This is an optimization exercise on Yosys and OpenROAD, whose aim is small area and a short achievable clock period, not a production implementation.
Only simulation tests tie the RTL to the original design; equivalence was not proved.

==> inputs of garnet <==
## cal_abs_angle
module cal_abs_angle(
    input           clk     ,
    input [7:0]     real_i  ,
    input [7:0]     imag_i  ,
    input           val_i   ,
    output [7:0]    abs_o   ,
    output [15:0]   angle_o ,
    output          val_o
    );
    reg [7:0] val_r;
    always @(posedge clk) val_r <= {val_r[6:0], val_i};
    assign val_o = val_r[7];
    reg [7:0] re1, im1, re2, im2;
    always @(posedge clk) begin
        re1 <= real_i; im1 <= imag_i;
        re2 <= re1;    im2 <= im1;
    end
    wire       rs = re2[7];
    wire       is = im2[7];
    wire [7:0] a  = rs ? -re2 : re2;
    wire [7:0] b  = is ? -im2 : im2;
    wire       rz = (re2 == 8'd0);
    wire       iz = (im2 == 8'd0);
    wire       ge = (a >= b);
    wire       eq = (re2 == im2) | (re2 == -im2);
    wire       ds = (rs ^ is) & ~iz & ~rz;
    reg  [2:0] cs_a;
    always @(*) begin
        if (rz & iz)       cs_a = 3'd0;
        else if (ge)       cs_a = ds ? (rs ? 3'd2 : 3'd3) : (rs ? 3'd0 : 3'd1);
        else               cs_a = (~ds & ~(rz & is)) ? (rs ? 3'd4 : 3'd5) : (rs ? 3'd6 : 3'd7);
    end
    wire [7:0] mn = ge ? b : a;
    wire [7:0] mx = ge ? a : b;
    wire       q7_a = eq & ~rz;
    wire [7:0] r0   = eq ? 8'd0 : mn;
  ...
==> flow/config.mk <==
export PLATFORM = sky130hd
export DESIGN_NAME = cal_abs_angle
export DESIGN_NICKNAME = cal_abs_angle
export VERILOG_FILES = /design/flow/design.v
export SDC_FILE = /design/flow/constraint.sdc
export NUM_CORES = 4
export LEC_CHECK = 0
export CAP_MARGIN = 20
export CORE_MARGIN = 2
export CORE_UTILIZATION = 40
export CTS_BUF_LIST = sky130_fd_sc_hd__clkbuf_8
export SLEW_MARGIN = 20
export SYNTH_MEMORY_MAX_BITS = 262144
==> flow/constraint.sdc <==
create_clock -name core_clock -period 28.0 [get_ports {clk}]
set_input_delay 5.6000 -clock core_clock [delete_from_list [all_inputs] [get_ports {clk}]]
set_output_delay 5.6000 -clock core_clock [all_outputs]
set_load 0.01 [all_outputs]
standard.sh (not shown) runs the stock make flow with config.mk's settings and CLKGATE_MAP_FILE= SYNTH_SCRIPT=/design/flow/synth_recipe.tcl, a recipe that flattens the netlist after the stock synthesis.
==> flow/flow/run.sh <==
#!/bin/bash
# Own layout flow: the standard flow (standard.sh) with two changes:
#  - synthesis is synth_recipe.tcl's, but ABC maps the logic with the
#    area-oriented flow/abc_area.script instead of ORFS's speed script
#    (same registers: ABC only maps the combinational logic), and with full
#    adder cells extracted only in the sum-of-squares tree (flow/synth.tcl);
#  - the port buffers that buffer_ports inserts are sky130_fd_sc_hd__buf_2.
# Each step's output goes to a log file of its own in the work folder.
set -euo pipefail
W=$PWD
export OWN_ABC_SCRIPT=$W/flow/abc_area.script
sed "s#SYNTH_SCRIPT=[^ ]*#SYNTH_SCRIPT=$W/flow/synth.tcl#" standard.sh > "$W/own_synth.sh"
bash "$W/own_synth.sh" synth > "$W/flow_synth.log" 2>&1
export BUFFER_PORTS_ARGS="-buffer_cell sky130_fd_sc_hd__buf_2"
bash standard.sh > "$W/flow_layout.log" 2>&1
==> flow/flow/abc_area.script <==
strash
&get -n
&dch -f
&nf -R 1000
&put
topo
stime -c
==> flow/flow/synth.tcl <==
# synth_recipe.tcl (the standard synthesis), except that ABC maps the logic with
# flow/abc_area.script instead of ORFS's speed script, and that half/full-adder
# cells are extracted only as full adders and only in the logic that feeds the
# sum-of-squares registers s3 (the carry-save tree); ABC maps the rest.
# Neither touches the registers, which come from the same passes as in the
# standard synthesis.
proc synth {args} { yosys synth -nofsm -noshare {*}$args }
proc abc {args} {
  set i [lsearch -exact $args -script]
  if {$i >= 0} { lset args [expr {$i + 1}] $::env(OWN_ABC_SCRIPT) }
  yosys abc {*}$args
}
proc extract_fa {args} { yosys extract_fa -fa {*}$args c:s3* %ci* }
source $::env(SCRIPTS_DIR)/synth.tcl
# left out here: clear keep_hierarchy, flatten, clean up, hide names made inside functions, write 1_2_yosys.v
==> umber (differences from garnet) <==
--- a/flow/flow/run.sh
+++ b/flow/flow/run.sh
@@ -3,6 +3,6 @@
 #  - synthesis is synth_recipe.tcl's, but ABC maps the logic with the
 #    area-oriented flow/abc_area.script instead of ORFS's speed script
-#    (same registers: ABC only maps the combinational logic), and with full
-#    adder cells extracted only in the sum-of-squares tree (flow/synth.tcl);
+#    (same registers: ABC only maps the combinational logic), and without
+#    the extraction of adder cells before ABC;
 #  - the port buffers that buffer_ports inserts are sky130_fd_sc_hd__buf_2.
 # Each step's output goes to a log file of its own in the work folder.
==> flow/flow/synth.tcl (replaced) <==
# synth_recipe.tcl (the standard synthesis), except that ABC maps the logic with
# flow/abc_area.script instead of ORFS's speed script, and that adders are not
# first extracted into half/full-adder cells (ABC maps that logic with the rest).
# Neither touches the registers, which come from the same passes as in the
# standard synthesis.
proc synth {args} { yosys synth -nofsm -noshare {*}$args }
proc abc {args} {
  set i [lsearch -exact $args -script]
  if {$i >= 0} { lset args [expr {$i + 1}] $::env(OWN_ABC_SCRIPT) }
  yosys abc {*}$args
}
proc extract_fa {args} { puts "extract_fa skipped by the own flow" }
source $::env(SCRIPTS_DIR)/synth.tcl
# left out here: clear keep_hierarchy, flatten, clean up, hide names made inside functions, write 1_2_yosys.v
Settings changed: CORE_UTILIZATION 40 to 55.
==> summary.txt <==
Of garnet and umber, umber has the higher via count (gap 6.6%, measured against umber). In garnet the synthesized cell count is lower than in umber, by about 4.3%. Flip-flop and latch count is the same in garnet and umber. Of umber and garnet, umber has the higher count of clock-buffer cells in the layout (gap 3). Between garnet and umber, the lower register-to-register slack is in garnet (gap 0.20 ns). Of garnet and umber, umber has the higher sequential share of layout area (gap 0.18 points). Against garnet, the design area of umber is lower by 0.77%. In umber the area after synthesis is larger than in garnet, by 0.44%. Clock skew: umber is higher than garnet (0.0047 ns). Against garnet, the routed wire length of umber is smaller by 3.9%.
==> figures <==
| quantity | umber | garnet |
|---|---|---|
| Diodes inserted | 0 | 1 |
| Met3 capacity usage during global routing | 12.4% | 9.80% |
| Final critical delay including setup and external delays | 6.53 ns | 6.54 ns |
| Nets | 1892 | 1840 |
| Worst reg-to-reg setup slack | 22.42 ns | 22.22 ns |
| Average vias per placed instance | 6.80 | 6.25 |
| Top cell type's share of synthesized area | 28.8% | 28.9% |
| Worst R2R End | q6[0] | s3[14] |
| Clock-cell share of area | 2.94% | 3.11% |
| Fin worst setup slack | 21.47 ns | 21.46 ns |
| Run status | timing/DRC/antenna clean | timing/DRC/antenna clean |
| Final RePlAce weighted congestion | 1.10 | 1.02 |
| Vertical die dimension | 155 um | 180 um |
| Total non-filler cell area in the finished layout | 0.0138 mm^2 | 0.0139 mm^2 |
| Flip-flop and latch area | 0.00360 mm^2 | 0.00361 mm^2 |
| Arr. time, crit path | 0.93 ns | 0.94 ns |
| Utilization after layout | 61.2% | 45.4% |
| Largest stage delay, worst path | 0.34 ns | 0.33 ns |
| Insertion delay of the later-clocked pin in the worst-skew pair | 0.47 ns | 0.50 ns |

## afterwards: timing with drivers on the ports
The flow's constraints put no driver on any port. The routed layouts listed below were extracted and timed again, unchanged, in two steps.
Step 1 assumes that a clkbuf_16 drives the clock port and a buf_2 every other input.
Step 2, shift: input delay + t, output delay - t, t = (earliest + latest rising clock arrival at the registers) / 2. This alone moves slack from input paths to output paths.
a / b / c = no drivers / after step 1 / after step 2; a / b = the first two.
run | t (ns) | setup slack, ns | slew at the worst register clock pin (ns)
garnet | 0.540 | 21.456 / 21.410 / 21.949 | 0.12 / 0.12
umber | 0.502 | 21.471 / 21.423 / 21.925 | 0.12 / 0.12
After both steps setup and hold are still met in every run listed.
